Context: an optimization exercise on an open-source flow, tuned for small area. The choices shown serve that exercise and are no tape-out recipe.
In this exercise RTL edits were held to simulation tests only and were not proved equivalent to the original.
No activity file was given, so power comes from the tool's default toggle rates.

**flow/design.v**
```verilog
`timescale 1ns / 1ps
module HitTheMouse(
	input        mclk,       
	input        rst,        
	input  [7:0] btn,        
	output [7:0] led,        
	input  [3:0] fpgabtn,    
	output       OutBlue,
	output       OutGreen,
	output       OutRed,
	output       HS,
	output       VS,
	output       soundwave,  
	output       bgm         
);
reg       p;
reg [3:0] hr;
reg [6:0] hq;
reg [3:0] vr;
reg [5:0] vq;
reg [2:0] lm5;
wire hend = (hq==7'd79) && (hr==4'd9);
wire vend = (vq==6'd52) && (vr==4'd0);
always @(posedge mclk)
	if(rst) begin
		p<=1'b0; hr<=4'd0; hq<=7'd0; vr<=4'd0; vq<=6'd0; lm5<=3'd0;
	end else begin
		p<=~p;
		if(!p) begin
			if(hr==4'd9) begin
				hr<=4'd0;
				hq<=hend ? 7'd0 : hq+1'b1;
			end else hr<=hr+1'b1;
			if(hend) begin
				lm5<={lm5[1:0], ~(lm5[2]|lm5[1])};
				if(vend) begin
					vr<=4'd0; vq<=6'd0;
				end else if(vr==4'd9) begin
					vr<=4'd0; vq<=vq+1'b1;
				end else vr<=vr+1'b1;
			end
		end
	end
wire th = (hr==4'd0) &&
          ((lm5==3'b000 && (hq==7'd25 || hq==7'd75)) ||
           (lm5==3'b001 &&  hq==7'd45) ||
           (lm5==3'b011 && (hq==7'd15 || hq==7'd65)) ||
           (lm5==3'b110 &&  hq==7'd35) ||
           (lm5==3'b100 && (hq==7'd5  || hq==7'd55)));
wire tick  = th & p;
wire tick1 = th & ~p;
assign HS = !(((hq>7'd65) || (hq==7'd65 && hr>=4'd6)) && ((hq<7'd75) || (hq==7'd75 && hr<=4'd1)));
wire h0 = (hq==7'd0) && (hr==4'd0);
assign VS = !((vq==6'd48 && vr==4'd9 && !h0) || (vq==6'd49 && vr==4'd0) || (vq==6'd49 && vr==4'd1 && h0));
wire [7:0] up;
wire sc2, mx2;
wire [3:0] sc1, sc0, mx1, mx0;
wire [2:0] life;
wire [4:0] bq;
wire [3:0] brm;
wire [1:0] mission, sit;
wire hs, fs, ls;
game u_game(.clk(mclk), .rst(rst), .tick(tick), .tick1(tick1), .p(p), .btn(btn),
	.reset(fpgabtn[0]), .pause(fpgabtn[1]), .start(fpgabtn[2]),
	.up(up), .sc2(sc2), .sc1(sc1), .sc0(sc0), .mx2(mx2), .mx1(mx1), .mx0(mx0),
	.life(life), .bq(bq), .brm(brm), .mission(mission), .sit(sit), .hs(hs), .fs(fs), .ls(ls));
assign led = up;
sfx u_sfx(.clk(mclk), .rst(rst), .tick(tick), .hs(hs), .fs(fs), .ls(ls), .wave(soundwave));
music u_music(.clk(mclk), .rst(rst), .tick(tick), .sit(sit), .mission(mission), .wave(bgm));
vga u_vga(.hq(hq), .hr(hr), .vq(vq), .vr(vr), .up(up), .sc2(sc2), .sc1(sc1), .sc0(sc0),
	.mx2(mx2), .mx1(mx1), .mx0(mx0), .bq(bq), .brm(brm), .life(life), .mission(mission),
	.rgb({OutRed, OutGreen, OutBlue}));
endmodule
module game(
	input            clk, rst, tick, tick1,
	input            p,
	input      [7:0] btn,
	input            reset, pause, start,
	output reg [7:0] up,
	output reg       sc2, mx2,    
	output reg [3:0] sc1, sc0, mx1, mx0,
	output reg [2:0] life,
	output reg [4:0] bq,      
	output reg [3:0] brm,
	output reg [1:0] mission, sit,
	output reg       hs, fs, ls
);
reg [3:0] sz;
always @(posedge clk)
	if(rst) sz<=4'd0;
	else if(tick) sz<={sz[2:0], sz[1]^sz[3]^(~sz[0]&~sz[1])};
wire [3:0] seedtab_i = sz;
wire [3:0] seedtab =
	({4{seedtab_i==4'd0}} & 4'h9) |
	({4{seedtab_i==4'd1}} & 4'h2) |
	({4{seedtab_i==4'd2}} & 4'h8) |
	({4{seedtab_i==4'd3}} & 4'hc) |
	({4{seedtab_i==4'd5}} & 4'h1) |
	({4{seedtab_i==4'd7}} & 4'h5) |
	({4{seedtab_i==4'd8}} & 4'h3) |
	({4{seedtab_i==4'd9}} & 4'h6) |
	({4{seedtab_i==4'd10}} & 4'h7) |
	({4{seedtab_i==4'd12}} & 4'ha) |
	({4{seedtab_i==4'd14}} & 4'h4) |
	({4{seedtab_i==4'd15}} & 4'hb);
wire [3:0] sdp = seedtab;
reg [3:0] ph;
always @(posedge clk)
	if(rst) ph<=4'd0;
	else if(p) ph<=(ph==4'd14) ? 4'd0 : ph+1'b1;
wire last = (ph==4'd14) & p;                   
wire ph15 = (ph==4'd7) & p;                    
reg [29:0] rg;
reg        rq, act, ld, init;
reg        d1, c1, e1, r1, c2;
wire a = rg[0];                                
wire w = a ^ d1 ^ c1;                          
wire xr = rg[14] ^ e1 ^ r1;                    
wire u = ph15 | (ph[3] & xr);                  
wire y = w ^ u ^ c2;                           
wire sbit = (ph==4'd0) ? (p ? sdp[1] : sdp[0]) : (ph==4'd1) ? (p ? sdp[3] : sdp[2]) : 1'b0;
always @(posedge clk) begin
	rg<={ (act ? (ld ? sbit : y) : a), rg[29:1] };
	d1<=last | a;
	c1<=!last & ((a&d1)|(a&c1)|(d1&c1));
	e1<=ph15 | xr;
	r1<=!ph15 & ((xr&e1)|(xr&r1)|(e1&r1));
	c2<=!last & ((w&u)|(w&c2)|(u&c2));
end
reg [7:0]  old_btn;
reg        old_pause;
reg        hit;
reg [8:0]  ac;           
reg [6:0]  tc;           
reg [5:0]  dc;           
reg [4:0]  lb;           
reg [23:0] mouse;        
reg        clr_p, linc_p;
wire play = (sit==2'd0);
wire [7:0] rise = btn & ~old_btn;
wire [7:0] mup;
genvar gi;
generate for(gi=0;gi<8;gi=gi+1) begin: g_mup
	assign mup[gi] = mouse[3*gi+2] | mouse[3*gi+1];    
end endgenerate
wire [7:0] hitv  = rise & up;       
wire anyhit  = |hitv;
wire anymiss = |(rise & ~up);
reg lasthit;
integer k;
always @* begin
	lasthit=1'b0;
	for(k=0;k<8;k=k+1)
		if(rise[k]) lasthit=up[k];
end
wire ge20 = sc2 || (sc1>=4'd2);
wire ge50 = sc2 || (sc1>=4'd5);
wire spawn = (ac==9'd299 && mission==2'd0) || (ac>=9'd249 && mission==2'd1) ||
             (ac>=9'd149 && mission==2'd2) || (hit && ac==9'd49);
wire [2:0] idx = (ph==4'd9) ? rg[10:8] : (ph==4'd14) ? {rg[0],rg[29:28]} : rg[20:18];
wire dis = (dc==6'd26);                     
wire tcw = (tc==7'd93);                     
wire cd0 = (bq==5'd1) && (brm==4'd0);    
wire mup_g = (ge20 && mission==2'd0) || (ge50 && mission==2'd1);
wire newgame = start && sit!=2'd3 && sit!=2'd0;
wire clr = reset || newgame;
wire linc = play && life<3'd5 && lb==5'd25;       
wire pedge = !old_pause && pause;
always @(posedge clk) begin
	if(last) begin
		act<=rq;
		rq<=1'b0;
		if(act) ld<=1'b0;
	end
	if(tick) begin
		if(newgame) begin
			rq<=1'b1; ld<=1'b1; init<=1'b1;
		end else if(play && (spawn || init)) begin
			rq<=1'b1;
			if(tc==7'd15) init<=1'b0;             
		end
	end
end
reg [2:0] nm;
integer i;
wire tplay = tick & play;
wire tclr = tick & (reset | newgame);
always @(posedge clk) begin
	ac<=(tclr | (tplay & (spawn | anyhit))) ? 9'd0 : ac+{8'd0,tplay};
	dc<=(tclr | (tplay & (dis | anyhit))) ? 6'd1 : tplay ? {dc[4:0],dc[5]^dc[4]} : dc;
	tc<=(tclr | (tplay & tcw)) ? 7'd1 : tplay ? {tc[5:0],tc[6]^tc[5]} : tc;
	if(tick) begin
		if(play) begin
			if(spawn) hit<=1'b0;
			if(anyhit) hit<=1'b1;
		end
		if(reset) hit<=1'b0;
		if(newgame) hit<=1'b1;
		old_btn<=btn;
		old_pause<=pause;
	end
	clr_p<=tick && clr;
	linc_p<=tick && linc;
	up<=mup;
end
always @(posedge clk)
if(rst) begin
	lb<=5'd0; bq<=5'd29; brm<=4'd0;
	mission<=2'd0; sit<=2'd2; hs<=1'b0; fs<=1'b0; ls<=1'b0;
	mouse<=24'd0;
end else if(tick) begin
	hs<=play && anyhit;
	fs<=play && anymiss;
	ls<=play && life==3'd0;
	if(play) begin
		if(tcw && !cd0) begin
			if(brm>=4'd7) brm<=brm-4'd7;
			else begin
				brm<=brm+4'd3; bq<=bq-1'b1;
			end
		end
		if(|rise) lb<=lasthit ? {lb[3:0],lb[4]^lb[2]^(lb[3:0]==4'd0)} : 5'd0;
		if(linc) lb<=5'd0;
		if(mup_g) begin
			mission<=mission+1'b1;
			bq<=5'd29; brm<=4'd0;
		end
	end
	for(i=0;i<8;i=i+1) begin
		nm=mouse[3*i+:3];
		if(play && spawn && idx==i) nm=(mission==2'd0) ? 3'b111 : 3'b110;
		if(play && dis && up[i]) nm={mouse[3*i+:2], mouse[3*i+2]&mouse[3*i+1]&~mouse[3*i]};
		if(play && hitv[i]) nm=3'd0;
		if(clr) nm=3'd0;
		mouse[3*i+:3]<=nm;
	end
	if(reset) begin
		lb<=5'd0; bq<=5'd29; brm<=4'd0; mission<=2'd0;
	end
	if(newgame) begin
		bq<=5'd29; brm<=4'd0; mission<=2'd0;
	end
	if(start && sit!=2'd0) sit<=2'd0;
	else if(pedge && sit==2'd0) sit<=2'd3;
	else if(pedge && sit==2'd3) sit<=2'd0;
	else if(reset) sit<=2'd2;
	else if(play && ((tcw && cd0) || life==3'd0)) sit<=2'd1;
end
always @(posedge clk)
if(rst) begin
	sc2<=1'b0; sc1<=4'd0; sc0<=4'd0;
	mx2<=1'b0; mx1<=4'd0; mx0<=4'd0;
	life<=3'd5;
end else begin
	if(tick1 && {sc2,sc1,sc0}>{mx2,mx1,mx0}) begin
		mx2<=sc2; mx1<=sc1; mx0<=sc0;
	end
	if(clr_p) begin
		sc2<=1'b0; sc1<=4'd0; sc0<=4'd0;
	end else if(tick1 && hs) begin
		if(sc0==4'd9) begin
			sc0<=4'd0;
			if(sc1==4'd9) begin
				sc1<=4'd0;
				sc2<=1'b1;
			end else sc1<=sc1+1'b1;
		end else sc0<=sc0+1'b1;
	end
	if(clr_p) life<=3'd5;
	else if(linc_p) life<=life+1'b1;
	else if(tick1 && fs) life<=life-1'b1;
end
endmodule
module tone(
	input         clk, rst,
	input         silent,
	input  [15:0] thr,
	output reg    wave
);
reg [15:0] cnt;
always @(posedge clk)
if(rst) begin
	cnt<=16'd0; wave<=1'b0;
end else if(silent) wave<=1'b0;
else if(cnt>=thr) begin
	cnt<=16'd0; wave<=~wave;
end else cnt<=cnt+1'b1;
endmodule
module sfx(
	input  clk, rst, tick, hs, fs, ls,
	output wave
);
reg [1:0] play, lastplay;
reg [6:0] nl;
always @(posedge clk)
	nl<=(tick && play==2'd0 && (hs|fs|ls)) ? 7'd0 : nl+{6'd0,tick && play!=2'd0};
always @(posedge clk)
if(rst) begin
	play<=2'd0; lastplay<=2'd0;
end else if(tick) begin
	lastplay<=play;
	if((play==2'd1 && nl>=7'd49) || (play==2'd2 && nl>=7'd19) || (play==2'd3 && nl==7'd127))
		play<=2'd0;
	else if(ls) play<=2'd3;
	else if(fs) play<=2'd2;
	else if(hs) play<=2'd1;
end
wire [2:0] blk = nl[6:4];
wire nl0 = (nl==7'd0);
wire [3:0] tune3 = (blk==3'd0) ? 4'd2 : (blk==3'd2) ? 4'd0 : (blk==3'd5) ? 4'd5 :
                   (blk==3'd6) ? 4'd4 : (blk==3'd7) ? 4'd3 : 4'd6;
wire [3:0] scode = nl0 ? 4'd0 :
                   (lastplay==2'd1) ? ((nl<=7'd9) ? 4'd7 : (nl<=7'd49) ? 4'd8 : 4'd0) :
                   (lastplay==2'd2) ? ((nl<=7'd19) ? 4'd1 : 4'd0) :
                   (lastplay==2'd3 && (nl[3:0]!=4'd0 || blk==3'd3)) ? tune3 : 4'd0;
wire [3:0] sthr_i = scode;
wire [15:0] sthr =
	({16{sthr_i==4'd1}} & 16'hbab8) |
	({16{sthr_i==4'd2}} & 16'h62f0) |
	({16{sthr_i==4'd3}} & 16'h5d5b) |
	({16{sthr_i==4'd4}} & 16'h532e) |
	({16{sthr_i==4'd5}} & 16'h4a17) |
	({16{sthr_i==4'd6}} & 16'h45f4) |
	({16{sthr_i==4'd7}} & 16'h3178) |
	({16{sthr_i==4'd8}} & 16'h250c);
tone u_tone(.clk(clk), .rst(rst), .silent(scode==4'd0), .thr(sthr), .wave(wave));
endmodule
module music(
	input       clk, rst, tick,
	input [1:0] sit, mission,
	output      wave
);
reg [1:0] bc;
reg [2:0] bs;
reg [4:0] bo;
wire bend = (bs==3'd6);    
reg [3:0] bj;       
reg       muted;
wire [1:0] part = (bs==3'd1) ? 2'd1 : (bs==3'd3) ? 2'd2 : (bs[2]) ? 2'd3 : 2'd0;
wire [6:0] songrom_i = {part,bo};
wire [4:0] songrom =
	({5{songrom_i==7'd0}} & 5'h3) |
	({5{songrom_i==7'd1}} & 5'h9) |
	({5{songrom_i==7'd2}} & 5'hb) |
	({5{songrom_i==7'd3}} & 5'h13) |
	({5{songrom_i==7'd4}} & 5'h4) |
	({5{songrom_i==7'd5}} & 5'h5) |
	({5{songrom_i==7'd6}} & 5'h5) |
	({5{songrom_i==7'd7}} & 5'hb) |
	({5{songrom_i==7'd8}} & 5'hb) |
	({5{songrom_i==7'd9}} & 5'h3) |
	({5{songrom_i==7'd10}} & 5'h5) |
	({5{songrom_i==7'd32}} & 5'hc) |
	({5{songrom_i==7'd33}} & 5'ha) |
	({5{songrom_i==7'd34}} & 5'ha) |
	({5{songrom_i==7'd35}} & 5'ha) |
	({5{songrom_i==7'd36}} & 5'h4) |
	({5{songrom_i==7'd37}} & 5'h4) |
	({5{songrom_i==7'd38}} & 5'hb) |
	({5{songrom_i==7'd39}} & 5'h13) |
	({5{songrom_i==7'd64}} & 5'h7) |
	({5{songrom_i==7'd65}} & 5'h7) |
	({5{songrom_i==7'd66}} & 5'h7) |
	({5{songrom_i==7'd67}} & 5'h6) |
	({5{songrom_i==7'd68}} & 5'h5) |
	({5{songrom_i==7'd69}} & 5'h5) |
	({5{songrom_i==7'd70}} & 5'h4) |
	({5{songrom_i==7'd71}} & 5'h4) |
	({5{songrom_i==7'd72}} & 5'hd) |
	({5{songrom_i==7'd73}} & 5'h3) |
	({5{songrom_i==7'd74}} & 5'h3) |
	({5{songrom_i==7'd75}} & 5'hb) |
	({5{songrom_i==7'd76}} & 5'h3) |
	({5{songrom_i==7'd96}} & 5'h5) |
	({5{songrom_i==7'd97}} & 5'hf) |
	({5{songrom_i==7'd98}} & 5'hf) |
	({5{songrom_i==7'd99}} & 5'he) |
	({5{songrom_i==7'd100}} & 5'hd) |
	({5{songrom_i==7'd101}} & 5'hc) |
	({5{songrom_i==7'd102}} & 5'ha) |
	({5{songrom_i==7'd103}} & 5'ha) |
	({5{songrom_i==7'd104}} & 5'h2) |
	({5{songrom_i==7'd105}} & 5'h4) |
	({5{songrom_i==7'd106}} & 5'h6) |
	({5{songrom_i==7'd107}} & 5'h6) |
	({5{songrom_i==7'd108}} & 5'h6) |
	({5{songrom_i==7'd109}} & 5'h6) |
	({5{songrom_i==7'd110}} & 5'hd) |
	({5{songrom_i==7'd111}} & 5'hc) |
	({5{songrom_i==7'd112}} & 5'hd) |
	({5{songrom_i==7'd113}} & 5'h3) |
	({5{songrom_i==7'd114}} & 5'h3) |
	({5{songrom_i==7'd115}} & 5'hb);
wire [4:0] song = (bs==3'd5 && bo==5'd0) ? 5'd3 : (bs==3'd5 && bo==5'd20) ? 5'd8 : songrom;
wire plast = (bs==3'd0 || bs==3'd2) ? (bo==5'd10) : (bs==3'd1) ? (bo==5'd7) : (bs==3'd3) ? (bo==5'd12) : (bo==5'd20);
wire [1:0] blen = song[4:3];
wire adv = (blen==2'd0) ? (bj==4'd3) : (blen==2'd1) ? (bj==4'd11) : (bj==4'd8);
wire beat = (bc>=2'd3 && mission==2'd0) || (bc>=2'd2 && mission==2'd1) || (bc>=2'd1 && mission==2'd2);
always @(posedge clk)
	if(tick && beat && sit==2'd0 && !bend) muted<=1'b0;
	else if(tick && beat && sit==2'd3) muted<=1'b1;
always @(posedge clk)
if(rst) begin
	bc<=2'd0; bs<=3'd0; bo<=5'd0; bj<=4'd1;
end else if(tick) begin
	if(beat) begin
		bc<=2'd0;
		if(sit==2'd0) begin
			if(!bend) begin
				if(adv) begin
					bj<=4'd1;
					if(plast) begin
						bs<=bs+1'b1; bo<=5'd0;
					end else bo<=bo+1'b1;
				end else bj<={bj[2:0],bj[3]^bj[2]};
			end else begin
				bs<=3'd0; bo<=5'd0;
			end
		end else if(sit!=2'd3) begin
			bs<=3'd0; bo<=5'd0; bj<=4'd1;
		end
	end else bc<=bc+1'b1;
end
wire [2:0] bcode = song[2:0];
wire [2:0] bthr_i = bcode;
wire [15:0] bthr =
	({16{bthr_i==3'd1}} & 16'hb045) |
	({16{bthr_i==3'd2}} & 16'h942f) |
	({16{bthr_i==3'd3}} & 16'h8424) |
	({16{bthr_i==3'd4}} & 16'h75a7) |
	({16{bthr_i==3'd5}} & 16'h6ef8) |
	({16{bthr_i==3'd6}} & 16'h62f0) |
	({16{bthr_i==3'd7}} & 16'h5822);
tone u_tone(.clk(clk), .rst(rst), .silent(bj==4'd1 || muted || bcode==3'd0), .thr(bthr), .wave(wave));
endmodule
module vga(
	input  [6:0] hq,
	input  [3:0] hr,
	input  [5:0] vq,
	input  [3:0] vr,
	input  [7:0] up,
	input        sc2, mx2,
	input  [3:0] sc1, sc0, mx1, mx0,
	input  [4:0] bq,
	input  [3:0] brm,
	input  [2:0] life,
	input  [1:0] mission,
	output [2:0] rgb
);
wire act = !hq[6] && (vq<6'd48);
wire [3:0] C = hq[3:0];
wire [3:0] R = vq[3:0];
wire mu = up[~{vq[4],hq[5:4]}];
wire [3:0] mrow_i = R;
wire [7:0] mrow =
	({8{mrow_i==4'd1}} & 8'he0) |
	({8{mrow_i==4'd2}} & 8'hf0) |
	({8{mrow_i==4'd3}} & 8'hf8) |
	({8{mrow_i==4'd4}} & 8'hd8) |
	({8{mrow_i==4'd5}} & 8'hd8) |
	({8{mrow_i==4'd6}} & 8'hd8) |
	({8{mrow_i==4'd7}} & 8'hf8) |
	({8{mrow_i==4'd8}} & 8'h78) |
	({8{mrow_i==4'd9}} & 8'hf8) |
	({8{mrow_i==4'd10}} & 8'h98) |
	({8{mrow_i==4'd11}} & 8'h98) |
	({8{mrow_i==4'd12}} & 8'h38) |
	({8{mrow_i==4'd13}} & 8'hfe) |
	({8{mrow_i==4'd14}} & 8'hfe);
wire hole  = (C!=4'd0) && (C!=4'd15) && (R==4'd13 || R==4'd14);
wire mid   = (C==4'd7 || C==4'd8);
wire [2:0] mrgb = hole ? 3'b111 :
                  !mu ? 3'b000 :
                  (mid && R==4'd8) ? 3'b101 :
                  (mid && (R==4'd10 || R==4'd11)) ? 3'b111 :
                  mrow[C[3] ? ~C[2:0] : C[2:0]] ? 3'b011 : 3'b000;
wire vbar = (vq>=6'd42 && vq<=6'd45) || (vq==6'd46 && vr==4'd0);
wire hbar = (hq!=7'd0) && ((hq<{2'b00,bq}) || (hq=={2'b00,bq} && hr<=brm));
wire srow = (vq>=6'd33 && vq<=6'd38);
wire brow = (vq>=6'd41 && vq<=6'd46);
wire g2 = (hq>=7'd34 && hq<=7'd38);
wire g1 = (hq>=7'd41 && hq<=7'd45);
wire g0 = (hq>=7'd48 && hq<=7'd52);
wire [2:0] dr = vq[2:0]-3'd1;
wire [2:0] dc = g2 ? hq[2:0]-3'd2 : g1 ? hq[2:0]-3'd1 : hq[2:0];
wire [3:0] digit = srow ? (g2 ? {3'b000,sc2} : g1 ? sc1 : sc0) : (g2 ? {3'b000,mx2} : g1 ? mx1 : mx0);
wire [3:0] font_i = digit;
wire [29:0] font =
	({30{font_i==4'd0}} & 30'h1d18c62e) |
	({30{font_i==4'd1}} & 30'h1c4210c4) |
	({30{font_i==4'd2}} & 30'h3e22222e) |
	({30{font_i==4'd3}} & 30'h1d08321f) |
	({30{font_i==4'd4}} & 30'h11f4a988) |
	({30{font_i==4'd5}} & 30'h1d083c3f) |
	({30{font_i==4'd6}} & 30'h1d18bc2e) |
	({30{font_i==4'd7}} & 30'h842221f) |
	({30{font_i==4'd8}} & 30'h1d18ba2e) |
	({30{font_i==4'd9}} & 30'h1d0f462e);
wire [4:0] frow = (dr==3'd0) ? font[4:0] : (dr==3'd1) ? font[9:5] : (dr==3'd2) ? font[14:10] :
                  (dr==3'd3) ? font[19:15] : (dr==3'd4) ? font[24:20] : font[29:25];
wire dpix = (srow | brow) && (g2 | g1 | g0) && frow[dc];
wire hlev = (hq>=7'd56 && hq<=7'd61) || (hq==7'd62 && hr==4'd0);
wire lv1 = (vq>=6'd43 && vq<=6'd45) || (vq==6'd46 && vr==4'd0);
wire lv2 = (vq>=6'd39 && vq<=6'd41) || (vq==6'd42 && vr==4'd0);
wire lv3 = (vq>=6'd35 && vq<=6'd37) || (vq==6'd38 && vr==4'd0);
wire [6:0] hh_i = hq;
wire [5:0] hh =
	({6{hh_i==7'd0}} & 6'h3f) |
	({6{hh_i==7'd2}} & 6'h1) |
	({6{hh_i==7'd3}} & 6'h2) |
	({6{hh_i==7'd4}} & 6'h3) |
	({6{hh_i==7'd5}} & 6'h4) |
	({6{hh_i==7'd6}} & 6'h5) |
	({6{hh_i==7'd7}} & 6'h8) |
	({6{hh_i==7'd8}} & 6'h9) |
	({6{hh_i==7'd9}} & 6'ha) |
	({6{hh_i==7'd10}} & 6'hb) |
	({6{hh_i==7'd11}} & 6'hc) |
	({6{hh_i==7'd12}} & 6'hd) |
	({6{hh_i==7'd13}} & 6'h10) |
	({6{hh_i==7'd14}} & 6'h11) |
	({6{hh_i==7'd15}} & 6'h12) |
	({6{hh_i==7'd16}} & 6'h13) |
	({6{hh_i==7'd17}} & 6'h14) |
	({6{hh_i==7'd18}} & 6'h15) |
	({6{hh_i==7'd19}} & 6'h18) |
	({6{hh_i==7'd20}} & 6'h19) |
	({6{hh_i==7'd21}} & 6'h1a) |
	({6{hh_i==7'd22}} & 6'h1b) |
	({6{hh_i==7'd23}} & 6'h1c) |
	({6{hh_i==7'd24}} & 6'h1d) |
	({6{hh_i==7'd25}} & 6'h20) |
	({6{hh_i==7'd26}} & 6'h21) |
	({6{hh_i==7'd27}} & 6'h22) |
	({6{hh_i==7'd28}} & 6'h23) |
	({6{hh_i==7'd29}} & 6'h24) |
	({6{hh_i==7'd30}} & 6'h25) |
	({6{hh_i==7'd31}} & 6'h3f) |
	({6{hh_i==7'd32}} & 6'h3f) |
	({6{hh_i==7'd33}} & 6'h3f) |
	({6{hh_i==7'd34}} & 6'h3f) |
	({6{hh_i==7'd35}} & 6'h3f) |
	({6{hh_i==7'd36}} & 6'h3f) |
	({6{hh_i==7'd37}} & 6'h3f) |
	({6{hh_i==7'd38}} & 6'h3f) |
	({6{hh_i==7'd39}} & 6'h3f) |
	({6{hh_i==7'd40}} & 6'h3f) |
	({6{hh_i==7'd41}} & 6'h3f) |
	({6{hh_i==7'd42}} & 6'h3f) |
	({6{hh_i==7'd43}} & 6'h3f) |
	({6{hh_i==7'd44}} & 6'h3f) |
	({6{hh_i==7'd45}} & 6'h3f) |
	({6{hh_i==7'd46}} & 6'h3f) |
	({6{hh_i==7'd47}} & 6'h3f) |
	({6{hh_i==7'd48}} & 6'h3f) |
	({6{hh_i==7'd49}} & 6'h3f) |
	({6{hh_i==7'd50}} & 6'h3f) |
	({6{hh_i==7'd51}} & 6'h3f) |
	({6{hh_i==7'd52}} & 6'h3f) |
	({6{hh_i==7'd53}} & 6'h3f) |
	({6{hh_i==7'd54}} & 6'h3f) |
	({6{hh_i==7'd55}} & 6'h3f) |
	({6{hh_i==7'd56}} & 6'h3f) |
	({6{hh_i==7'd57}} & 6'h3f) |
	({6{hh_i==7'd58}} & 6'h3f) |
	({6{hh_i==7'd59}} & 6'h3f) |
	({6{hh_i==7'd60}} & 6'h3f) |
	({6{hh_i==7'd61}} & 6'h3f) |
	({6{hh_i==7'd62}} & 6'h3f) |
	({6{hh_i==7'd63}} & 6'h3f) |
	({6{hh_i==7'd64}} & 6'h3f) |
	({6{hh_i==7'd65}} & 6'h3f) |
	({6{hh_i==7'd66}} & 6'h3f) |
	({6{hh_i==7'd67}} & 6'h3f) |
	({6{hh_i==7'd68}} & 6'h3f) |
	({6{hh_i==7'd69}} & 6'h3f) |
	({6{hh_i==7'd70}} & 6'h3f) |
	({6{hh_i==7'd71}} & 6'h3f) |
	({6{hh_i==7'd72}} & 6'h3f) |
	({6{hh_i==7'd73}} & 6'h3f) |
	({6{hh_i==7'd74}} & 6'h3f) |
	({6{hh_i==7'd75}} & 6'h3f) |
	({6{hh_i==7'd76}} & 6'h3f) |
	({6{hh_i==7'd77}} & 6'h3f) |
	({6{hh_i==7'd78}} & 6'h3f) |
	({6{hh_i==7'd79}} & 6'h3f) |
	({6{hh_i==7'd80}} & 6'h3f) |
	({6{hh_i==7'd81}} & 6'h3f) |
	({6{hh_i==7'd82}} & 6'h3f) |
	({6{hh_i==7'd83}} & 6'h3f) |
	({6{hh_i==7'd84}} & 6'h3f) |
	({6{hh_i==7'd85}} & 6'h3f) |
	({6{hh_i==7'd86}} & 6'h3f) |
	({6{hh_i==7'd87}} & 6'h3f) |
	({6{hh_i==7'd88}} & 6'h3f) |
	({6{hh_i==7'd89}} & 6'h3f) |
	({6{hh_i==7'd90}} & 6'h3f) |
	({6{hh_i==7'd91}} & 6'h3f) |
	({6{hh_i==7'd92}} & 6'h3f) |
	({6{hh_i==7'd93}} & 6'h3f) |
	({6{hh_i==7'd94}} & 6'h3f) |
	({6{hh_i==7'd95}} & 6'h3f) |
	({6{hh_i==7'd96}} & 6'h3f) |
	({6{hh_i==7'd97}} & 6'h3f) |
	({6{hh_i==7'd98}} & 6'h3f) |
	({6{hh_i==7'd99}} & 6'h3f) |
	({6{hh_i==7'd100}} & 6'h3f) |
	({6{hh_i==7'd101}} & 6'h3f) |
	({6{hh_i==7'd102}} & 6'h3f) |
	({6{hh_i==7'd103}} & 6'h3f) |
	({6{hh_i==7'd104}} & 6'h3f) |
	({6{hh_i==7'd105}} & 6'h3f) |
	({6{hh_i==7'd106}} & 6'h3f) |
	({6{hh_i==7'd107}} & 6'h3f) |
	({6{hh_i==7'd108}} & 6'h3f) |
	({6{hh_i==7'd109}} & 6'h3f) |
	({6{hh_i==7'd110}} & 6'h3f) |
	({6{hh_i==7'd111}} & 6'h3f) |
	({6{hh_i==7'd112}} & 6'h3f) |
	({6{hh_i==7'd113}} & 6'h3f) |
	({6{hh_i==7'd114}} & 6'h3f) |
	({6{hh_i==7'd115}} & 6'h3f) |
	({6{hh_i==7'd116}} & 6'h3f) |
	({6{hh_i==7'd117}} & 6'h3f) |
	({6{hh_i==7'd118}} & 6'h3f) |
	({6{hh_i==7'd119}} & 6'h3f) |
	({6{hh_i==7'd120}} & 6'h3f) |
	({6{hh_i==7'd121}} & 6'h3f) |
	({6{hh_i==7'd122}} & 6'h3f) |
	({6{hh_i==7'd123}} & 6'h3f) |
	({6{hh_i==7'd124}} & 6'h3f) |
	({6{hh_i==7'd125}} & 6'h3f) |
	({6{hh_i==7'd126}} & 6'h3f) |
	({6{hh_i==7'd127}} & 6'h3f);
wire [2:0] hi = hh[5:3];
wire [2:0] hj = hh[2:0];
wire [6:0] hc_i = {hj,hr};
wire [4:0] hc =
	({5{hc_i==7'd4}} & 5'h10) |
	({5{hc_i==7'd5}} & 5'h10) |
	({5{hc_i==7'd6}} & 5'h10) |
	({5{hc_i==7'd7}} & 5'h10) |
	({5{hc_i==7'd8}} & 5'h11) |
	({5{hc_i==7'd9}} & 5'h11) |
	({5{hc_i==7'd16}} & 5'h11) |
	({5{hc_i==7'd17}} & 5'h11) |
	({5{hc_i==7'd18}} & 5'h12) |
	({5{hc_i==7'd19}} & 5'h12) |
	({5{hc_i==7'd20}} & 5'h12) |
	({5{hc_i==7'd21}} & 5'h12) |
	({5{hc_i==7'd22}} & 5'h13) |
	({5{hc_i==7'd23}} & 5'h13) |
	({5{hc_i==7'd24}} & 5'h13) |
	({5{hc_i==7'd25}} & 5'h13) |
	({5{hc_i==7'd32}} & 5'h14) |
	({5{hc_i==7'd33}} & 5'h14) |
	({5{hc_i==7'd34}} & 5'h14) |
	({5{hc_i==7'd35}} & 5'h14) |
	({5{hc_i==7'd36}} & 5'h15) |
	({5{hc_i==7'd37}} & 5'h15) |
	({5{hc_i==7'd38}} & 5'h15) |
	({5{hc_i==7'd39}} & 5'h15) |
	({5{hc_i==7'd40}} & 5'h16) |
	({5{hc_i==7'd41}} & 5'h16) |
	({5{hc_i==7'd48}} & 5'h16) |
	({5{hc_i==7'd49}} & 5'h16) |
	({5{hc_i==7'd50}} & 5'h17) |
	({5{hc_i==7'd51}} & 5'h17) |
	({5{hc_i==7'd52}} & 5'h17) |
	({5{hc_i==7'd53}} & 5'h17) |
	({5{hc_i==7'd54}} & 5'h18) |
	({5{hc_i==7'd55}} & 5'h18) |
	({5{hc_i==7'd56}} & 5'h18) |
	({5{hc_i==7'd57}} & 5'h18) |
	({5{hc_i==7'd64}} & 5'h19) |
	({5{hc_i==7'd65}} & 5'h19) |
	({5{hc_i==7'd66}} & 5'h19) |
	({5{hc_i==7'd67}} & 5'h19) |
	({5{hc_i==7'd68}} & 5'h1a) |
	({5{hc_i==7'd69}} & 5'h1a) |
	({5{hc_i==7'd70}} & 5'h1a) |
	({5{hc_i==7'd71}} & 5'h1a) |
	({5{hc_i==7'd72}} & 5'h1b) |
	({5{hc_i==7'd73}} & 5'h1b) |
	({5{hc_i==7'd80}} & 5'h1b) |
	({5{hc_i==7'd81}} & 5'h1b) |
	({5{hc_i==7'd82}} & 5'h1c) |
	({5{hc_i==7'd83}} & 5'h1c) |
	({5{hc_i==7'd84}} & 5'h1c) |
	({5{hc_i==7'd85}} & 5'h1c);
wire [9:0] hv_i = {vq,vr};
wire [4:0] hv =
	({5{hv_i==10'd534}} & 5'h10) |
	({5{hv_i==10'd535}} & 5'h10) |
	({5{hv_i==10'd536}} & 5'h10) |
	({5{hv_i==10'd537}} & 5'h10) |
	({5{hv_i==10'd544}} & 5'h11) |
	({5{hv_i==10'd545}} & 5'h11) |
	({5{hv_i==10'd546}} & 5'h11) |
	({5{hv_i==10'd547}} & 5'h11) |
	({5{hv_i==10'd548}} & 5'h12) |
	({5{hv_i==10'd549}} & 5'h12) |
	({5{hv_i==10'd550}} & 5'h12) |
	({5{hv_i==10'd551}} & 5'h12) |
	({5{hv_i==10'd552}} & 5'h13) |
	({5{hv_i==10'd553}} & 5'h13) |
	({5{hv_i==10'd560}} & 5'h13) |
	({5{hv_i==10'd561}} & 5'h13) |
	({5{hv_i==10'd562}} & 5'h14) |
	({5{hv_i==10'd563}} & 5'h14) |
	({5{hv_i==10'd564}} & 5'h14) |
	({5{hv_i==10'd565}} & 5'h14) |
	({5{hv_i==10'd566}} & 5'h15) |
	({5{hv_i==10'd567}} & 5'h15) |
	({5{hv_i==10'd568}} & 5'h15) |
	({5{hv_i==10'd569}} & 5'h15) |
	({5{hv_i==10'd576}} & 5'h16) |
	({5{hv_i==10'd577}} & 5'h16) |
	({5{hv_i==10'd578}} & 5'h16) |
	({5{hv_i==10'd579}} & 5'h16) |
	({5{hv_i==10'd580}} & 5'h17) |
	({5{hv_i==10'd581}} & 5'h17) |
	({5{hv_i==10'd582}} & 5'h17) |
	({5{hv_i==10'd583}} & 5'h17) |
	({5{hv_i==10'd584}} & 5'h18) |
	({5{hv_i==10'd585}} & 5'h18) |
	({5{hv_i==10'd592}} & 5'h18) |
	({5{hv_i==10'd593}} & 5'h18) |
	({5{hv_i==10'd594}} & 5'h19) |
	({5{hv_i==10'd595}} & 5'h19) |
	({5{hv_i==10'd596}} & 5'h19) |
	({5{hv_i==10'd597}} & 5'h19) |
	({5{hv_i==10'd598}} & 5'h1a) |
	({5{hv_i==10'd599}} & 5'h1a) |
	({5{hv_i==10'd600}} & 5'h1a) |
	({5{hv_i==10'd601}} & 5'h1a) |
	({5{hv_i==10'd608}} & 5'h1b) |
	({5{hv_i==10'd609}} & 5'h1b) |
	({5{hv_i==10'd610}} & 5'h1b) |
	({5{hv_i==10'd611}} & 5'h1b) |
	({5{hv_i==10'd612}} & 5'h1c) |
	({5{hv_i==10'd613}} & 5'h1c) |
	({5{hv_i==10'd614}} & 5'h1c) |
	({5{hv_i==10'd615}} & 5'h1c);
wire [3:0] hrow = hv[3:0];
wire [3:0] hcol = hc[3:0];
wire [3:0] hrowa_i = hrow;
wire [12:0] hrowa =
	({13{hrowa_i==4'd0}} & 13'h208) |
	({13{hrowa_i==4'd1}} & 13'hf1e) |
	({13{hrowa_i==4'd2}} & 13'h1fbf) |
	({13{hrowa_i==4'd3}} & 13'h1fff) |
	({13{hrowa_i==4'd4}} & 13'h1fff) |
	({13{hrowa_i==4'd5}} & 13'h1fff) |
	({13{hrowa_i==4'd6}} & 13'h1fff) |
	({13{hrowa_i==4'd7}} & 13'hffe) |
	({13{hrowa_i==4'd8}} & 13'h7fc) |
	({13{hrowa_i==4'd9}} & 13'h3f8) |
	({13{hrowa_i==4'd10}} & 13'h1f0) |
	({13{hrowa_i==4'd11}} & 13'he0) |
	({13{hrowa_i==4'd12}} & 13'h40);
wire [3:0] hrowb_i = hrow;
wire [12:0] hrowb =
	({13{hrowb_i==4'd0}} & 13'h208) |
	({13{hrowb_i==4'd1}} & 13'hf1e) |
	({13{hrowb_i==4'd2}} & 13'h1f9f) |
	({13{hrowb_i==4'd3}} & 13'h1fcf) |
	({13{hrowb_i==4'd4}} & 13'h1f07) |
	({13{hrowb_i==4'd5}} & 13'h1c0f) |
	({13{hrowb_i==4'd6}} & 13'h1c3f) |
	({13{hrowb_i==4'd7}} & 13'he3e) |
	({13{hrowb_i==4'd8}} & 13'h73c) |
	({13{hrowb_i==4'd9}} & 13'h398) |
	({13{hrowb_i==4'd10}} & 13'h190) |
	({13{hrowb_i==4'd11}} & 13'hc0) |
	({13{hrowb_i==4'd12}} & 13'h40);
wire alive = (life<=3'd5) && (life>hi);
wire hpix = hv[4] && hc[4] && (alive ? hrowa[hcol] : hrowb[hcol]);
wire [2:0] lower = (vbar && hbar) ? 3'b010 :
                   dpix ? (srow ? 3'b111 : 3'b100) :
                   (hlev && lv1) ? 3'b011 :
                   (hlev && lv2 && (mission==2'd1 || mission==2'd2)) ? 3'b010 :
                   (hlev && lv3 && mission==2'd2) ? 3'b110 :
                   hpix ? (alive ? 3'b100 : 3'b111) : 3'b000;
assign rgb = !act ? 3'b000 : !vq[5] ? mrgb : lower;
endmodule
```
**flow/flow/run.sh**
```bash
#!/bin/bash
# Own layout flow: the standard synthesis; then the logic between its registers is
# mapped again for area (ABC: deepsyn, the area-oriented mapper amap, then stochastic remapping
# of overlapping parts with amap), four times with different random seeds in parallel, keeping
# the smallest; every register stays as the standard synthesis made it; then the standard
# layout steps.
set -euo pipefail
R=orfs/results/${FLOW_PLATFORM}/HitTheMouse/base
bash standard.sh synth > synth.log 2>&1
cp $R/1_2_yosys.v $R/1_2_yosys_standard.v
export REMAP_LIB=${FLOW_HOME}/platforms/${FLOW_PLATFORM}/lib/sky130_fd_sc_hd__tt_025C_1v80.lib
export REMAP_MAPLIB=$PWD/remap.lib
export REMAP_IN=$PWD/$R/1_2_yosys_standard.v
python3 flow/filterlib.py $REMAP_LIB $REMAP_MAPLIB > filterlib.log 2>&1
for s in 1 2 3 4; do
  sed "s/@S@/$s/g" flow/remap.abc > remap_$s.abc
  REMAP_SCRIPT=$PWD/remap_$s.abc REMAP_OUT=$PWD/remap_$s.v \
    ${FLOW_HOME}/../tools/install/yosys/bin/yosys -c flow/remap.tcl > remap_$s.log 2>&1 &
done
wait
best=$(for s in 1 2 3 4; do
  a=$(grep "Chip area for module" remap_$s.log | tail -1 | awk '{print $NF}')
  [ -n "$a" ] && [ -s remap_$s.v ] && echo "$a $s"
done | sort -g | head -1 | awk '{print $2}')
echo "remap areas:" > remap.log
grep -H "Chip area for module" remap_*.log >> remap.log
echo "kept seed $best" >> remap.log
cp remap_$best.v $R/1_2_yosys.v
# ports buffered with the smallest buffer; a clock tree of clkbuf_16 leaves for at most 28 registers
# each (clkbuf_4 above them), without dummy loads
bash standard.sh BUFFER_PORTS_ARGS="-buffer_cell sky130_fd_sc_hd__buf_1" \
  CTS_ARGS="-sink_clustering_enable -repair_clock_nets -sink_clustering_size 28 -sink_clustering_max_diameter 80 -buf_list sky130_fd_sc_hd__clkbuf_4 -sink_clustering_buffer sky130_fd_sc_hd__clkbuf_16 -dont_use_dummy_load" \
  finish > layout.log 2>&1
```
**flow/flow/filterlib.py**
```python
# Writes a copy of a Liberty file that keeps only plain logic cells, for the remapping step:
# usage: python3 filterlib.py IN.lib OUT.lib
import re, sys
KEEP = re.compile(r'sky130_fd_sc_hd__(a\d|o\d|and\d|or\d|nand\d|nor\d|xor\d|xnor\d|inv_|mux2|mux4|maj3|buf_1$)')
DROP = re.compile(r'lpflow|probe|clk|dly')
src = open(sys.argv[1]).read()
out = []
pos = 0
kept = dropped = 0
for m in re.finditer(r'\n\s*cell\s*\(\s*"?([\w]+)"?\s*\)\s*\{', src):
    if m.start() < pos:
        continue
    # find the end of this cell group
    depth = 0
    i = m.end() - 1
    while True:
        c = src[i]
        if c == '{':
            depth += 1
        elif c == '}':
            depth -= 1
            if depth == 0:
                break
        i += 1
    name = m.group(1)
    out.append(src[pos:m.start()])
    if KEEP.match(name) and not DROP.search(name):
        out.append(src[m.start():i + 1])
        kept += 1
    else:
        dropped += 1
    pos = i + 1
out.append(src[pos:])
open(sys.argv[2], 'w').write(''.join(out))
print('kept %d cells, dropped %d' % (kept, dropped))
```
**flow/flow/remap.abc**
```
strash
&get -n
&deepsyn -T 400 -S @S@
&put
dch
amap
stochmap -N 14 -T 300 -I 1000000 -S @S@ -o "strash; dch; amap"
```
**flow/flow/remap.tcl**
```tcl
# Maps the logic between the registers of the standard synthesis again, for area.
# The registers (their cells, instance names and output nets) are kept as they are.
# Environment: REMAP_IN, REMAP_OUT (netlists), REMAP_LIB (the platform's Liberty file),
# REMAP_MAPLIB (the cells to map to), REMAP_SCRIPT (ABC script), FLOW_TOP.
set f [open $::env(REMAP_IN)]
set text [read $f]
close $f
# sequential cell types used in the netlist
set seq {}
foreach {m t} [regexp -all -inline {(sky130_fd_sc_hd__(?:e?s?df|dl|sedf)[a-z0-9_]*)\s} $text] {
  if {[lsearch $seq $t] < 0} { lappend seq $t }
}
puts "sequential cells: $seq"
yosys read_liberty -ignore_miss_func -ignore_miss_dir $::env(REMAP_LIB)
yosys read_verilog $::env(REMAP_IN)
yosys hierarchy -top $::env(FLOW_TOP)
set sel {}
foreach t $seq {
  yosys setattr -mod -set blackbox 1 $t
  lappend sel t:$t %d
}
# hidden names for the cells that are flattened, so that nets keep their original names
yosys rename -hide t:sky130_fd_sc_hd__* {*}$sel
yosys flatten
yosys hierarchy -top $::env(FLOW_TOP)
# the platform's cells as black boxes, so that the mapped cells have known ports
yosys read_liberty -lib -ignore_redef -ignore_miss_func -ignore_miss_dir $::env(REMAP_LIB)
yosys opt_clean
yosys stat
yosys abc -liberty $::env(REMAP_MAPLIB) -script $::env(REMAP_SCRIPT)
yosys setundef -zero
yosys splitnets
yosys opt_clean -purge
yosys hilomap -singleton -hicell sky130_fd_sc_hd__conb_1 HI -locell sky130_fd_sc_hd__conb_1 LO
yosys insbuf -buf sky130_fd_sc_hd__buf_4 A X
yosys opt_clean -purge
yosys check -assert
yosys stat -liberty $::env(REMAP_LIB)
yosys write_verilog -noattr -noexpr -nohex -nodec $::env(REMAP_OUT)
```
**flow/standard.sh**
```bash
#!/bin/bash
# synth_recipe.tcl (not shown) runs the flow's synth.tcl, then flattens the netlist and writes it again
# the make line also repeats each setting of config.mk as NAME=value (left out here)
make -C /OpenROAD-flow-scripts/flow DESIGN_CONFIG=/design/flow/config.mk WORK_HOME=/design/flow/orfs CLKGATE_MAP_FILE= SYNTH_SCRIPT=/design/flow/synth_recipe.tcl "${@:-finish}"
```
**flow/config.mk**
```make
export PLATFORM = sky130hd
export DESIGN_NAME = HitTheMouse
export DESIGN_NICKNAME = HitTheMouse
export VERILOG_FILES = /design/flow/design.v
export SDC_FILE = /design/flow/constraint.sdc
export NUM_CORES = 8
export LEC_CHECK = 0
export ABC_AREA = 1
export CAP_MARGIN = 20
export CORE_MARGIN = 2
export CORE_UTILIZATION = 70
export SLEW_MARGIN = 20
```
**flow/constraint.sdc**
```tcl
create_clock -name core_clock -period 60.0 [get_ports {mclk}]
set_input_delay 12.0000 -clock core_clock [delete_from_list [all_inputs] [get_ports {mclk}]]
set_output_delay 12.0000 -clock core_clock [all_outputs]
set_load 0.01 [all_outputs]
```
==> results of run 1 <==
==> power by group <==
part / leakage [µW] / internal [µW] / switching [µW]
combinational: 0.00209 / 4.51 / 9.69
sequential: 0.00196 / 163 / 1.87
clock: 0.000149 / 34.7 / 50.4
==> path summary, 6_finish.rpt <==
kind / start / end / slack, ns
worst max-delay path: hq[1]$_SDFFE_PP0P_ / OutBlue / 43.38
worst min-delay path: u_game.rg[22]$_DFF_P_ / u_game.rg[21]$_DFF_P_ / 0.34
worst max register to register: hq[1]$_SDFFE_PP0P_ / u_game.ac[8]$_SDFF_PP0_ / 54.14
worst min register to register: u_game.rg[22]$_DFF_P_ / u_game.rg[21]$_DFF_P_ / 0.34
==> registers in the layout (all words and copies together) (netlist names), 6 cells and up <==
| signal | count |
|---|---|
| u_game.rg | 30 |
| u_game.mouse | 24 |
| u_music.u_tone.cnt | 16 |
| u_sfx.u_tone.cnt | 16 |
| u_game.ac | 9 |
| u_game.old_btn | 8 |
| u_game.up | 8 |
| hq | 7 |
| u_game.tc | 7 |
| u_sfx.nl | 7 |
| u_game.dc | 6 |
| vq | 6 |
==> through the flow <==
| stage | utilization (%) | area [µm²] |
|---|---|---|
| final | 75.6 | 12000 |
| after detailed placement | 73.7 | 11700 |
| after CTS | 75.6 | 12000 |
| after global placement | 73.7 | 11700 |
| after floorplan | - | 11300 |
| after global routing | 75.6 | 12000 |
==> layout make-up <==
| cell class | instances | area (µm²) |
|---|---|---|
| Fill cell | 1235 | 3860 |
| Timing Repair Buffer | 31 | 131 |
| Multi-Input combinational cell | 1064 | 5610 |
| Clock buffer | 14 | 298 |
| Sequential cell | 240 | 4920 |
| Tap cell | 216 | 270 |
| Inverter | 195 | 732 |
==> layer usage <==
layer	vias to the layer above	share of wire [%]	wire length, µm	track usage [%]
met5	-	0.033	10	0
met4	2	2.9	880	11.2
met3	83	8.5	2550	4.80
met2	551	46	13900	56.8
met1	5296	42	12600	44.9
li1	5505	-	-	-
==> results.cfg, run 1 <==
[pwr]
power_leakage_uw = 0.00420
powerDensity_mw_per_mm2 = 22.0
power.total_uw = 264
peakVddDrop_uv = 22.3

[timing]
setup_viol = 0
fin_ws_ns = 43.38
hold_viol = 0
finalMaxSlewViolations = 0
rsz0062_at_grt = no
fin_setup_tns_ns = 0
slew_headroom_pct = 37.6
whs_ns = 0.337
finalCritPeriodShare_pct = 27.7
period_needed_ns = 16.62
worst-slew-pin-transition_ns = 0.924
achievable-frequency_mhz = 60.2
finClkSkew_ns = 0.0720

[worst_setup_path]
crit_slowest_cell = dfxtp_1
cp_top_family = compound AO/OA/AOI/OAI gates
cp_max_fo = 11
reg2reg_depth = 25
critPathLaunchType = flop
end_kind = output pin
cpPeakStageDelay_ns = 0.57
cp_num_buf_inv = 2
cp.required_ns = 48.00
critPathArrivalTime_ns = 4.62
crit_type = reg -> out
cp.depth = 16
cp_cell_sequence = inv_1 > o22ai_1 > nor2_1 > a21oi_1 > o22a_1 > nand2_1 > o221ai_1 > o221a_1 > nor3_1 > a2111oi_0 > a31oi_1 > a211oi_1 > a21oi_1 > o221ai_1 > o21a_1 > buf_1

[clock_tree]
clk_latency_ns = 0.67
clk_pin_slew_ns = 0.10
cts-root-buf = clkbuf_4
cts_tree = yes
h-tree-depth = 1
cts_resized = 0
cts_buffer_depth = 3
cts_sinks = 240
cts_buffers = 14
post-cts-setup-buffers = 0
cts-hold-fix-buffers = 0

[outcome]
outcome = complete, no violations

[placed_design]
place_ws_ns = 44.20
buffer_ports.inserted = 27
placed_cells = 1746
routabilityCongestion = 0.989
hpwl_um = 21800

[finish]
areaGrowthSynthToFinish_pct = 6.26
layout_commonest_cell = nor2_1
drive_gt1_share_pct = 1.23
mostFrequentLayoutCells = nor2_1, dfxtp_1, inv_1
diodes = 0
stdcell_count = 1760
fin_nets = 1560

[grt]
grt_max_degree = 29
grt_pass1_wl_um = 47500
antenna_found_initial = 1
overflow = 0
grt.total_usage_pct = 33.7
first_global_vias = 10200

[route]
drtPass1Iterations = 6
routed_via_density = 6.50
vias = 11400
wirelength_um = 30000
drc_errors = 0
avgRoutedWirePerCell_um = 17.1
drt_first_iter_violations = 1321
ant_nets = 0

[yosys]
ys_warn_count = 5
syn-num-nets = 1513
synth_area_mm2 = 0.0113
post_synth.cell_area_avg_um2 = 7.51
synthCells = 1499

[die]
pin_count = 29
start_util_pct = 71.1
die_w_um = 131
die_h_um = 131
die-area_mm2 = 0.0171
rows = 46
coreArea_mm2 = 0.0158

[min_path]
holdCritPathClass = reg -> reg
min_path_cells = 0

[flow_run]
drv_cap = 0
==> run 2: changes to the inputs <==
--- a/flow/flow/run.sh
+++ b/flow/flow/run.sh
@@ -1,7 +1,7 @@
 #!/bin/bash
 # Own layout flow: the standard synthesis; then the logic between its registers is
 # mapped again for area (ABC: deepsyn, the area-oriented mapper amap, then stochastic remapping
-# of overlapping parts with amap), four times with different random seeds in parallel, keeping
+# of overlapping parts with amap), six times with different random seeds in parallel, keeping
 # the smallest; every register stays as the standard synthesis made it; then the standard
 # layout steps.
 set -euo pipefail
@@ -12,13 +12,13 @@
 export REMAP_MAPLIB=$PWD/remap.lib
 export REMAP_IN=$PWD/$R/1_2_yosys_standard.v
 python3 flow/filterlib.py $REMAP_LIB $REMAP_MAPLIB > filterlib.log 2>&1
-for s in 1 2 3 4; do
+for s in 1 2 3 4 5 6; do
   sed "s/@S@/$s/g" flow/remap.abc > remap_$s.abc
   REMAP_SCRIPT=$PWD/remap_$s.abc REMAP_OUT=$PWD/remap_$s.v \
     ${FLOW_HOME}/../tools/install/yosys/bin/yosys -c flow/remap.tcl > remap_$s.log 2>&1 &
 done
 wait
-best=$(for s in 1 2 3 4; do
+best=$(for s in 1 2 3 4 5 6; do
   a=$(grep "Chip area for module" remap_$s.log | tail -1 | awk '{print $NF}')
   [ -n "$a" ] && [ -s remap_$s.v ] && echo "$a $s"
 done | sort -g | head -1 | awk '{print $2}')
--- a/flow/config.mk
+++ b/flow/config.mk
@@ -9,4 +9,5 @@
 export CAP_MARGIN = 20
 export CORE_MARGIN = 2
 export CORE_UTILIZATION = 70
+export GPL_TIMING_DRIVEN = 0
 export SLEW_MARGIN = 20
==> run 2 against run 1 <==
Net effect: sequential share of layout area up 0.13 points; power down 1.9%; global-route usage down 0.44 points; sequential power about the same; critical path type unchanged; critical endpoint unchanged; largest cell class unchanged.
==> results.cfg, run 2 <==
[clock_tree]
cts-hold-fix-buffers = 0
cts_buffer_depth = 3
cts_resized = 0
cts_tree = yes
post-cts-setup-buffers = 0
clk_latency_ns = 0.64
clk_pin_slew_ns = 0.10
cts-root-buf = clkbuf_4
cts_buffers = 13
h-tree-depth = 1
cts_sinks = 240

[finish]
fin_nets = 1557
layout_commonest_cell = nor2_1
final_area_mm2 = 0.0119
largest_register_ffs = 30
areaGrowthSynthToFinish_pct = 5.89
top_regs = u_game.rg x30, u_game.mouse x24
drive_gt1_share_pct = 1.10
top_register = u_game.rg
mostFrequentLayoutCells = nor2_1, dfxtp_1, inv_1

[pwr]
power.total_uw = 259
power_leakage_uw = 0.00417
peakVddDrop_uv = 29.8
p_int_uw = 199
powerDensity_mw_per_mm2 = 21.7
combPwrFrac_pct = 5.6
clock_power_share_pct = 30.9
power.switching_uw = 59.8
switching_share_pct = 23.1
pwr-share-seq_pct = 63.5

[outcome]
outcome = complete, no violations

[timing]
finClkSkew_ns = 0.0407
finalMaxSlewViolations = 0
setup_viol = 0
period_needed_ns = 16.62
fin_setup_tns_ns = 0
slew_headroom_pct = 34.9
hold_viol = 0
achievable-frequency_mhz = 60.2
finalCritPeriodShare_pct = 27.7
worst-slew-pin-transition_ns = 0.976
rsz0062_at_grt = no

[flow_run]
drv_cap = 0

[min_path]
hold_path.startpoint = u_game.rg[24]$_DFF_P_
holdPathEnd = u_game.rg[23]$_DFF_P_
holdCritPathClass = reg -> reg
min_path_cells = 0

[worst_setup_path]
crit_type = reg -> out
cp_max_fo = 10
critical_path.startpoint = hq[3]$_SDFFE_PP0P_
timing.rr.end = u_game.ac[8]$_SDFF_PP0_
r2r_slack_ns = 53.62
critPathLaunchType = flop
cp.required_ns = 48.00
critPathArrivalTime_ns = 4.62
reg2reg_from = hq[3]$_SDFFE_PP0P_
end_kind = output pin
reg2reg_depth = 25

[placed_design]
hpwl_um = 21300
buffer_ports.inserted = 27
routabilityCongestion = 0.953
dpl_cell_area_mm2 = 0.0117

[die]
coreArea_mm2 = 0.0158
die_h_um = 131
rows = 46
die-area_mm2 = 0.0171
start_util_pct = 71.2
die_w_um = 131
pin_count = 29

[grt]
first_global_vias = 9932
overflow = 0
grt_pass1_wl_um = 46800
grt_max_degree = 29
grt.total_usage_pct = 33.3
antenna_found_initial = 1

[yosys]
ys_warn_count = 5
post_synth.cell_area_avg_um2 = 7.51
synth_area_mm2 = 0.0113
syn-num-nets = 1514
synthCells = 1500

[route]
drt_first_iter_violations = 1234
vias = 11200
avgRoutedWirePerCell_um = 16.4
routed_via_density = 6.35
wirelength_um = 28800
drtPass1Iterations = 6
drc_errors = 0
ant_nets = 0
-- run 2: cell types whose count changed in the layout (fill, tap and decap cells not counted) --
cell	before	now
a32oi_1	5	4
buf_1	27	26
buf_4	4	1
clkbuf_16	11	10
clkbuf_2	0	1
diode_2	0	1
inv_1	195	196
nand3_1	31	30
nor2_1	253	250
nor2_2	0	1
nor3_1	59	62
o211ai_1	5	6
-- run 2: worst max-delay path, stage by stage, from the launching register on --
cell and delay, ns:
dfxtp_1 0.57, inv_1 0.22, nor2_1 0.25, a21oi_1 0.15, a21oi_1 0.16, nor2_1 0.05, a21oi_1 0.19, o22a_1 0.18
nand2_1 0.14, o221ai_1 0.28, o221a_1 0.21, nor3_1 0.05, a2111oi_0 0.43, a31oi_1 0.07, a211oi_1 0.44, a21oi_1 0.13
o221ai_1 0.12, o21a_1 0.18, buf_1 0.15
-- run 2: worst max path at each step --
stage / end / slack, ns / cells after the start
after global routing: OutBlue / 42.89 / 17
final: OutBlue / 43.38 / 18
after detailed placement: OutBlue / 44.20 / 18
after CTS: OutBlue / 43.50 / 18
after global placement: OutBlue / 44.17 / 18
after floorplan: OutBlue / 45.04 / 17
-- run 2: per-stage QoR --
step                      hold WS (ns)  cells  setup slack, ns  util (%)
after floorplan                  0.310   1500            45.04         -
after global placement           0.311   1743            44.17      73.5
after detailed placement         0.315   1744            44.20      73.6
after CTS                        0.337   1757            43.50      75.3
after global routing             0.344   1758            42.89      75.4
final                            0.336   1758            43.38      75.4
-- run 2: area by class of cell --
type                       instances  area [µm²]
antenna                            1        2.50
sequential                       240        4920
clock buffer                      13         273
tap                              216         270
multi-input combinational       1064        5610
timing repair buffer              28         110
fill                            1256        3900
inverter                         196         736
-- run 2: layer usage --
metal	GRT usage (%)	share of wire (%)	vias up
met2	55.0	46	502
li1	-	-	5507
met3	4.44	7.8	80
met4	9.20	2.8	0
met1	46.1	44	5070
met5	0	0	-
-- run 2: power groups by stage --
| stage | clock network [µW] | logic, µW | registers (µW) |
|---|---|---|---|
| after CTS | 80.8 | 14.1 | 164 |
| final | 79.9 | 14.4 | 164 |
| after global routing | 85.7 | 16.0 | 165 |
| after detailed placement | 0 | 14.0 | 168 |
| after global placement | 0 | 13.3 | 168 |
| after floorplan | 0 | 9.98 | 167 |
==> run 3: changes to the inputs <==
--- a/flow/flow/run.sh
+++ b/flow/flow/run.sh
@@ -1,7 +1,7 @@
 #!/bin/bash
 # Own layout flow: the standard synthesis; then the logic between its registers is
 # mapped again for area (ABC: deepsyn, the area-oriented mapper amap, then stochastic remapping
-# of overlapping parts with amap), six times with different random seeds in parallel, keeping
+# of overlapping parts with amap), eight times with different random seeds in parallel, keeping
 # the smallest; every register stays as the standard synthesis made it; then the standard
 # layout steps.
 set -euo pipefail
@@ -12,13 +12,13 @@
 export REMAP_MAPLIB=$PWD/remap.lib
 export REMAP_IN=$PWD/$R/1_2_yosys_standard.v
 python3 flow/filterlib.py $REMAP_LIB $REMAP_MAPLIB > filterlib.log 2>&1
-for s in 1 2 3 4 5 6; do
+for s in 1 2 3 4 5 6 7 8; do
   sed "s/@S@/$s/g" flow/remap.abc > remap_$s.abc
   REMAP_SCRIPT=$PWD/remap_$s.abc REMAP_OUT=$PWD/remap_$s.v \
     ${FLOW_HOME}/../tools/install/yosys/bin/yosys -c flow/remap.tcl > remap_$s.log 2>&1 &
 done
 wait
-best=$(for s in 1 2 3 4 5 6; do
+best=$(for s in 1 2 3 4 5 6 7 8; do
   a=$(grep "Chip area for module" remap_$s.log | tail -1 | awk '{print $NF}')
   [ -n "$a" ] && [ -s remap_$s.v ] && echo "$a $s"
 done | sort -g | head -1 | awk '{print $2}')
==> flow/flow/remap.abc (replaced) <==
strash
&get -n
&deepsyn -T 900 -S @S@
&put
dch
amap
stochmap -N 14 -T 400 -I 1000000 -S @S@ -o "strash; dch; amap"
==> run 3 against run 2 <==
Net effect: still clean; highest routed layer unchanged; largest cell class unchanged; sequential cell count unchanged; maximum frequency down 0.86%; non-clock buffer count up 1.
==> results.cfg, run 3 <==
[timing]
hold_viol = 0
period_needed_ns = 16.76
setup_viol = 0
rsz0062_at_grt = no
fin_ws_ns = 43.24
finalMaxSlewViolations = 0
fin_setup_tns_ns = 0
worst-slew-pin-transition_ns = 1.03
slew_headroom_pct = 30.8
finalCritPeriodShare_pct = 27.9
finClkSkew_ns = 0.0914
achievable-frequency_mhz = 59.7

[die]
die_w_um = 131
die-area_mm2 = 0.0171
pin_count = 29
rows = 46
die_h_um = 131
start_util_pct = 71.1
coreArea_mm2 = 0.0158

[clock_tree]
cts_resized = 0
cts_sinks = 240
cts_buffer_depth = 3
post-cts-setup-buffers = 0
cts_tree = yes
clk_latency_ns = 0.67
clk_pin_slew_ns = 0.10
cts_buffers = 13
cts-root-buf = clkbuf_4
cts-hold-fix-buffers = 0
h-tree-depth = 1

[route]
wirelength_um = 28600
vias = 11100
avgRoutedWirePerCell_um = 16.2
drt_first_iter_violations = 995
drtPass1Iterations = 8
routed_via_density = 6.29
ant_nets = 0
drc_errors = 0

[pwr]
clock_power_share_pct = 31.8
switching_share_pct = 22.3
p_int_uw = 197
combPwrFrac_pct = 3.8
power_leakage_uw = 0.00411
power.switching_uw = 56.5
powerDensity_mw_per_mm2 = 21.2
pwr-share-seq_pct = 64.4
peakVddDrop_uv = 34.3
power.total_uw = 253

[placed_design]
hpwl_um = 21100
routabilityCongestion = 1.01
place_ws_ns = 43.98
buffer_ports.inserted = 27

[worst_setup_path]
cp_top_family = compound AO/OA/AOI/OAI gates
cp.required_ns = 48.00
crit_type = reg -> out
cp_max_fo = 11
cp_num_buf_inv = 4
end_kind = output pin
critPathLaunchType = flop
crit_slowest_cell = dfxtp_1
cp_cell_sequence = inv_1 > nand2_1 > o22ai_1 > nor2_1 > inv_1 > nor2_1 > nor2_1 > inv_1 > o21ai_0 > a222oi_1 > o21ai_0 > a222oi_1 > o221ai_1 > a211oi_1 > nand2_1 > o2111ai_1 > o21a_1 > buf_1
cpPeakStageDelay_ns = 0.59
critPathArrivalTime_ns = 4.76

[grt]
first_global_vias = 9868
grt_max_degree = 29
overflow = 0
grt.total_usage_pct = 32.4
grt_pass1_wl_um = 45500
antenna_found_initial = 1

[flow_run]
drv_cap = 0

[min_path]
holdCritPathClass = reg -> reg

[outcome]
outcome = complete, no violations

[finish]
areaGrowthSynthToFinish_pct = 5.97
fin_nets = 1565
drive_gt1_share_pct = 1.16
top_register = u_game.rg
top_regs = u_game.rg x30, u_game.mouse x24
fin_util_pct = 75.4
mostFrequentLayoutCells = nor2_1, dfxtp_1, inv_1
largest_register_ffs = 30
layout_commonest_cell = nor2_1

[yosys]
synthCells = 1507
synth_area_mm2 = 0.0113
ys_warn_count = 5
syn-num-nets = 1521
post_synth.cell_area_avg_um2 = 7.47
run 3: area by class of cell:
cell class | instances | area, µm²
clock buffer | 13 | 273
timing repair buffer | 29 | 115
sequential | 240 | 4920
tap | 216 | 270
multi-input combinational | 1066 | 5590
antenna | 2 | 5.00
inverter | 201 | 754
fill | 1211 | 3900
run 3: metal layers:
layer  vias to the layer above  global-route usage (%)  routed length (µm)
li1                       5492                       -                   -
met4                         0                    11.8                 926
met1                      5063                    40.5               12000
met3                        88                    5.29                2050
met5                         -                       0                   0
met2                       470                    56.7               13600
run 3: path summary, 6_finish.rpt:
path,from,end,depth (start not counted),slack (ns)
max,vq[3]$_SDFFE_PP0P_,OutBlue,18,43.24
min,u_game.rg[5]$_DFF_P_,u_game.rg[4]$_DFF_P_,0,0.26
max reg2reg,hq[4]$_SDFFE_PP0P_,u_music.bo[4]$_SDFFE_PP0P_,21,53.99
min reg2reg,u_game.rg[5]$_DFF_P_,u_game.rg[4]$_DFF_P_,0,0.26
run 3: per-stage QoR:
| stage | cell area, µm² | hold slack [ns] | cells |
|---|---|---|---|
| finish | 11900 | 0.262 | 1767 |
| global route | 11900 | 0.264 | 1767 |
| CTS | 11900 | 0.263 | 1764 |
| detailed placement | 11600 | 0.313 | 1751 |
| global placement | 11600 | 0.311 | 1750 |
| floorplan | 11300 | 0.310 | 1507 |
run 3: power groups by stage:
stage	Clock, µW	Sequential, µW	Combinational (µW)
CTS	81.7	163	9.38
floorplan	0	166	6.31
detailed placement	0	167	9.31
finish	80.5	163	9.52
global route	86.0	163	10.5
global placement	0	167	8.86
run 3: worst reg2reg max path, stage by stage, from the launching register on:
cell and delay, ns:
dfxtp_1 0.57, inv_1 0.33, nand2_1 0.20, o21ai_0 0.12
inv_1 0.16, nand3_1 0.11, o32a_1 0.30, nor2_1 0.09
nor2_1 0.05, o22a_1 0.14, or4_1 0.52, nor2_2 0.68
inv_1 0.42, a2111oi_2 0.84, inv_1 0.17, nor3_1 0.35
nand2_1 0.14, nor2_1 0.20, nand2_1 0.12, nor2_1 0.20
nor2_1 0.07, a211oi_1 0.19

static timing again, ports no longer ideal:
In the flow no input, the clock included, has a driving cell. The finished layouts below were timed again as built, in two steps.
Step 1 assumes that a clkbuf_16 drives the clock port and a buf_2 every other input.
Step 2 moves the port delays by t, midway between the first and last clock arrival at a register: inputs arrive t later, outputs are due t later. That takes back most of the time a late clock gives input paths.
Three values: ideal ports, drivers, drivers and shift; two values: the first two.
run | shift t [ns] | setup WS [ns] | worst register clock-pin slew, ns | worst slew at a driven data input, ns
run 1 | 0.669 | 43.379 / 43.340 / 44.009 | 0.11 / 0.11 | 0.07
run 2 | 0.659 | 43.383 / 43.345 / 44.004 | 0.10 / 0.10 | 0.05
run 3 | 0.665 | 43.240 / 43.196 / 43.861 | 0.11 / 0.11 | 0.04
After both steps every run listed still meets setup and hold.
